Background: an optimization exercise with open tools, aiming at small area. Do not read the settings as production practice. Function was checked by simulation only, so behaviour that the tests miss may differ from the original.

red:
==> flow/design.v (excerpt) <==
module kianv_harris_mc_edition #(
    parameter int RESET_ADDR        = 0,
    parameter int SYSTEM_CLK        = 50_000_000,
    parameter int NUM_ENTRIES_ITLB  = 16,
    parameter int NUM_ENTRIES_DTLB  = 16
) (
    input  logic         clk,
    input  logic         resetn,
    output logic         mem_valid,
    input  logic         mem_ready,
    output logic [3:0]   mem_wstrb,
    output logic [33:0]  mem_addr,
    output logic [31:0]  mem_wdata,
    input  logic [31:0]  mem_rdata,
    output logic [31:0]  PC,
    input  logic         access_fault,
    input  logic         IRQ3,
    input  logic         IRQ7,
    input  logic         IRQ9,
    input  logic         IRQ11,
    output logic [63:0]  timer_counter,
    output logic         is_instruction
);
  logic [31:0] Instr;
  logic [6:0]  op;
  logic [2:0]  funct3;
  logic [6:0]  funct7;
  logic        immb10;  
  logic        Zero;
  logic [$clog2(6)-1:0] ResultSrc;
  logic [$clog2(22)-1:0] ALUControl;
  logic [$clog2(5)-1:0] ALUSrcA;
  logic [$clog2(4)-1:0] ALUSrcB;
  logic [2:0]  ImmSrc;
  logic [$clog2(3)-1:0] STOREop;
  logic [$clog2(5)-1:0] LOADop;
  logic [$clog2(4)-1:0] MULop;
  logic [$clog2(4)-1:0] DIVop;
  logic [$clog2(7)-1:0] CSRop;
  logic        CSRwe;
  logic        CSRre;
  logic [4:0]  Rs1;
  logic [4:0]  Rs2;
  logic [4:0]  Rd;
  logic        RegWrite;
  logic        PCWrite;
  logic        AdrSrc;
  logic        MemWrite;
  logic        store_instr;
  logic        incr_inst_retired;
  logic        ALUOutWrite;
  logic        mul_valid;
  logic        mul_ready;
  logic        div_valid;
  logic        div_ready;
  assign op     = Instr[6:0];
  assign funct3 = Instr[14:12];
  assign funct7 = Instr[31:25];
  assign Rs1    = Instr[19:15];
  assign Rs2    = Instr[24:20];
  assign Rd     = Instr[11:7];
  logic amo_temp_write_operation;
  logic amo_set_reserved_state_load;
  logic amo_buffered_data;
  logic amo_buffered_address;
  logic amo_reserved_state_load;
  logic muxed_Aluout_or_amo_rd_wr;
  logic select_ALUResult;
  logic select_amo_temp;
  logic        exception_event;
  logic [31:0] cause;
  logic [31:0] badaddr;
  logic        mret;
  logic        sret;
  logic        wfi_event;
  logic        csr_access_fault;
  logic [31:0] mstatus;
  logic IRQ_TO_CPU_CTRL1;  
  logic IRQ_TO_CPU_CTRL3;  
  logic IRQ_TO_CPU_CTRL5;  
  ...
export LEC_CHECK = 0
export ABC_AREA = 1
export CAP_MARGIN = 20
export CORE_MARGIN = 2
export CORE_UTILIZATION = 40
export CTS_CLUSTER_DIAMETER = 100
export CTS_CLUSTER_SIZE = 24
export PLACE_DENSITY = 0.7
export SLEW_MARGIN = 20
create_clock -name core_clock -period 25.0 [get_ports {clk}]
run.sh (not shown) runs the stock make flow with config.mk's settings and CLKGATE_MAP_FILE= SYNTH_SCRIPT=/design/flow/synth_recipe.tcl, a recipe that flattens the netlist after the stock synthesis.
red finished every step from synthesis to the final layout, and the layout passed the timing, DRC and antenna checks.
Changes in blue relative to red:
- a change of PLACE_DENSITY from 0.7 to 0.6
- a change of SLEW_MARGIN from 20 to 30
- a change of ABC_AREA from 1 to 0
==> flow/flow/run.sh (new file) <==
#!/bin/bash
# Layout flow: the standard layout (standard.sh, unchanged synthesis,
# floorplan, power grid and placement) with two changes to how the layout
# is made:
#   - clock tree synthesis without dummy loads (same clustering as
#     config.mk's CTS_CLUSTER_SIZE / CTS_CLUSTER_DIAMETER)
#   - the input/output port buffers use sky130_fd_sc_hd__buf_2
# Every tool's output goes to a log file in this folder (make's output to
# flow_make.log; ORFS keeps each step's log under orfs/logs/).
set -euo pipefail
export CTS_ARGS="-sink_clustering_enable -repair_clock_nets -sink_clustering_size 24 -sink_clustering_max_diameter 100 -dont_use_dummy_load"
export BUFFER_PORTS_ARGS="-buffer_cell sky130_fd_sc_hd__buf_2"
bash standard.sh finish > flow_make.log 2>&1
==> flow/standard.sh (new file) <==
#!/bin/bash
# synth_recipe.tcl (not shown) runs the flow's synth.tcl, then flattens the netlist and writes it again
# the make line also repeats each setting of config.mk as NAME=value (left out here)
make -C /OpenROAD-flow-scripts/flow DESIGN_CONFIG=/design/flow/config.mk WORK_HOME=/design/flow/orfs CLKGATE_MAP_FILE= SYNTH_SCRIPT=/design/flow/synth_recipe.tcl "${@:-finish}"
removed: flow/run.sh
Findings:
blue finished every stage and its layout cleared the timing, DRC and antenna checks.
The final layout from red, which completed every stage, passed the timing, DRC and antenna checks at the end of the flow.
For red, the master of the slowest instance on the critical path was sky130_fd_sc_hd__dlymetal6s2s_1, unlike blue, where it was sky130_fd_sc_hd__fa_1.
Taking red as the reference, in blue area enclosed by the die boundary neither gained nor lost much; met2 layer usage reported by global route picked up an extra 1.1 points; arrival time at the worst endpoint picked up an extra 0.03 ns; design area lost about 0.7%.
[inputs] green vs blue
- changing SLEW_MARGIN from 30 to 20
- changing ABC_AREA from 0 to 1
==> flow/run.sh (new file) <==
#!/bin/bash
# synth_recipe.tcl (not shown) runs the flow's synth.tcl, then flattens the netlist and writes it again
# the make line also repeats each setting of config.mk as NAME=value (left out here)
make -C /OpenROAD-flow-scripts/flow DESIGN_CONFIG=/design/flow/config.mk WORK_HOME=/design/flow/orfs CLKGATE_MAP_FILE= SYNTH_SCRIPT=/design/flow/synth_recipe.tcl finish
removed: flow/flow/run.sh
removed: flow/standard.sh
Findings:
- Re final clock period utilization by the worst path: blue was higher than green.
- Diff blue -> green: critical path depth picked up an extra 10; number of cells after detailed placement picked up an extra about 12%.
### green -> orange
- SLEW_MARGIN: 20 -> 30
- PLACE_DENSITY: 0.6 -> 0.65
- CORE_UTILIZATION: 40 -> 45
==> flow/flow/run.sh (new file) <==
#!/bin/bash
# Layout flow: the standard layout (standard.sh, unchanged synthesis,
# floorplan, power grid and placement) with two changes to how the layout
# is made:
#   - clock tree synthesis without dummy loads (same clustering as
#     config.mk's CTS_CLUSTER_SIZE / CTS_CLUSTER_DIAMETER)
#   - the input/output port buffers use sky130_fd_sc_hd__buf_2
# Every tool's output goes to a log file in this folder (make's output to
# flow_make.log; ORFS keeps each step's log under orfs/logs/).
set -euo pipefail
export CTS_ARGS="-sink_clustering_enable -repair_clock_nets -sink_clustering_size 24 -sink_clustering_max_diameter 100 -dont_use_dummy_load"
export BUFFER_PORTS_ARGS="-buffer_cell sky130_fd_sc_hd__buf_2"
bash standard.sh finish > flow_make.log 2>&1
==> flow/standard.sh (new file) <==
#!/bin/bash
# synth_recipe.tcl (not shown) runs the flow's synth.tcl, then flattens the netlist and writes it again
# the make line also repeats each setting of config.mk as NAME=value (left out here)
make -C /OpenROAD-flow-scripts/flow DESIGN_CONFIG=/design/flow/config.mk WORK_HOME=/design/flow/orfs CLKGATE_MAP_FILE= SYNTH_SCRIPT=/design/flow/synth_recipe.tcl "${@:-finish}"
removed: flow/run.sh
--- outcome ---
Changes observed in orange relative to green: average wire length per cell after detail routing moved up, total global routing track utilization +4.8 points. The non-clock buffer count reported for orange is smaller than that of green by 15. In the flow results for green and orange, the global-route track usage on met2 is larger on orange. Compared to green, orange has clock tree buffer count of the final layout 55 lower. On worst setup timing slack at the placement stage, the lower figure sits with green, not orange.

-- what the ideal ports hide --
No port has a modelled driver above. Below, the same layouts with a new extraction and two added sets of constraints. Step 1, drivers: a clkbuf_16 drives clk and a buf_2 each remaining input, both assumed. Step 2 times the ports against the registers' clock, not the clock port: input delays grow and output delays shrink by t, the midpoint of the rising clock arrivals with the driver on. Three values: ideal, step 1, step 2; two values: the first two.
run | t, ns | setup WS [ns] | slew at the worst register clock pin (ns) | worst data-port slew with drivers (ns) | cell pins on the clock port's net
red | 1.095 | 0.471 / 0.452 / 0.452 | 0.12 / 0.12 | 0.55 | 1
blue | 1.055 | 0.441 / 0.422 / 0.422 | 0.11 / 0.11 | 0.19 | 1
green | 1.104 | 0.769 / 0.748 / 0.748 | 0.11 / 0.11 | 0.29 | 1
orange | 1.049 | 0.806 / 0.783 / 0.783 | 0.11 / 0.11 | 0.42 | 1
After both steps setup and hold are still met in every run listed. For orange, which loses most, drivers alone change the setup slack by -0.023 ns; drivers and shift together by -0.023 ns.
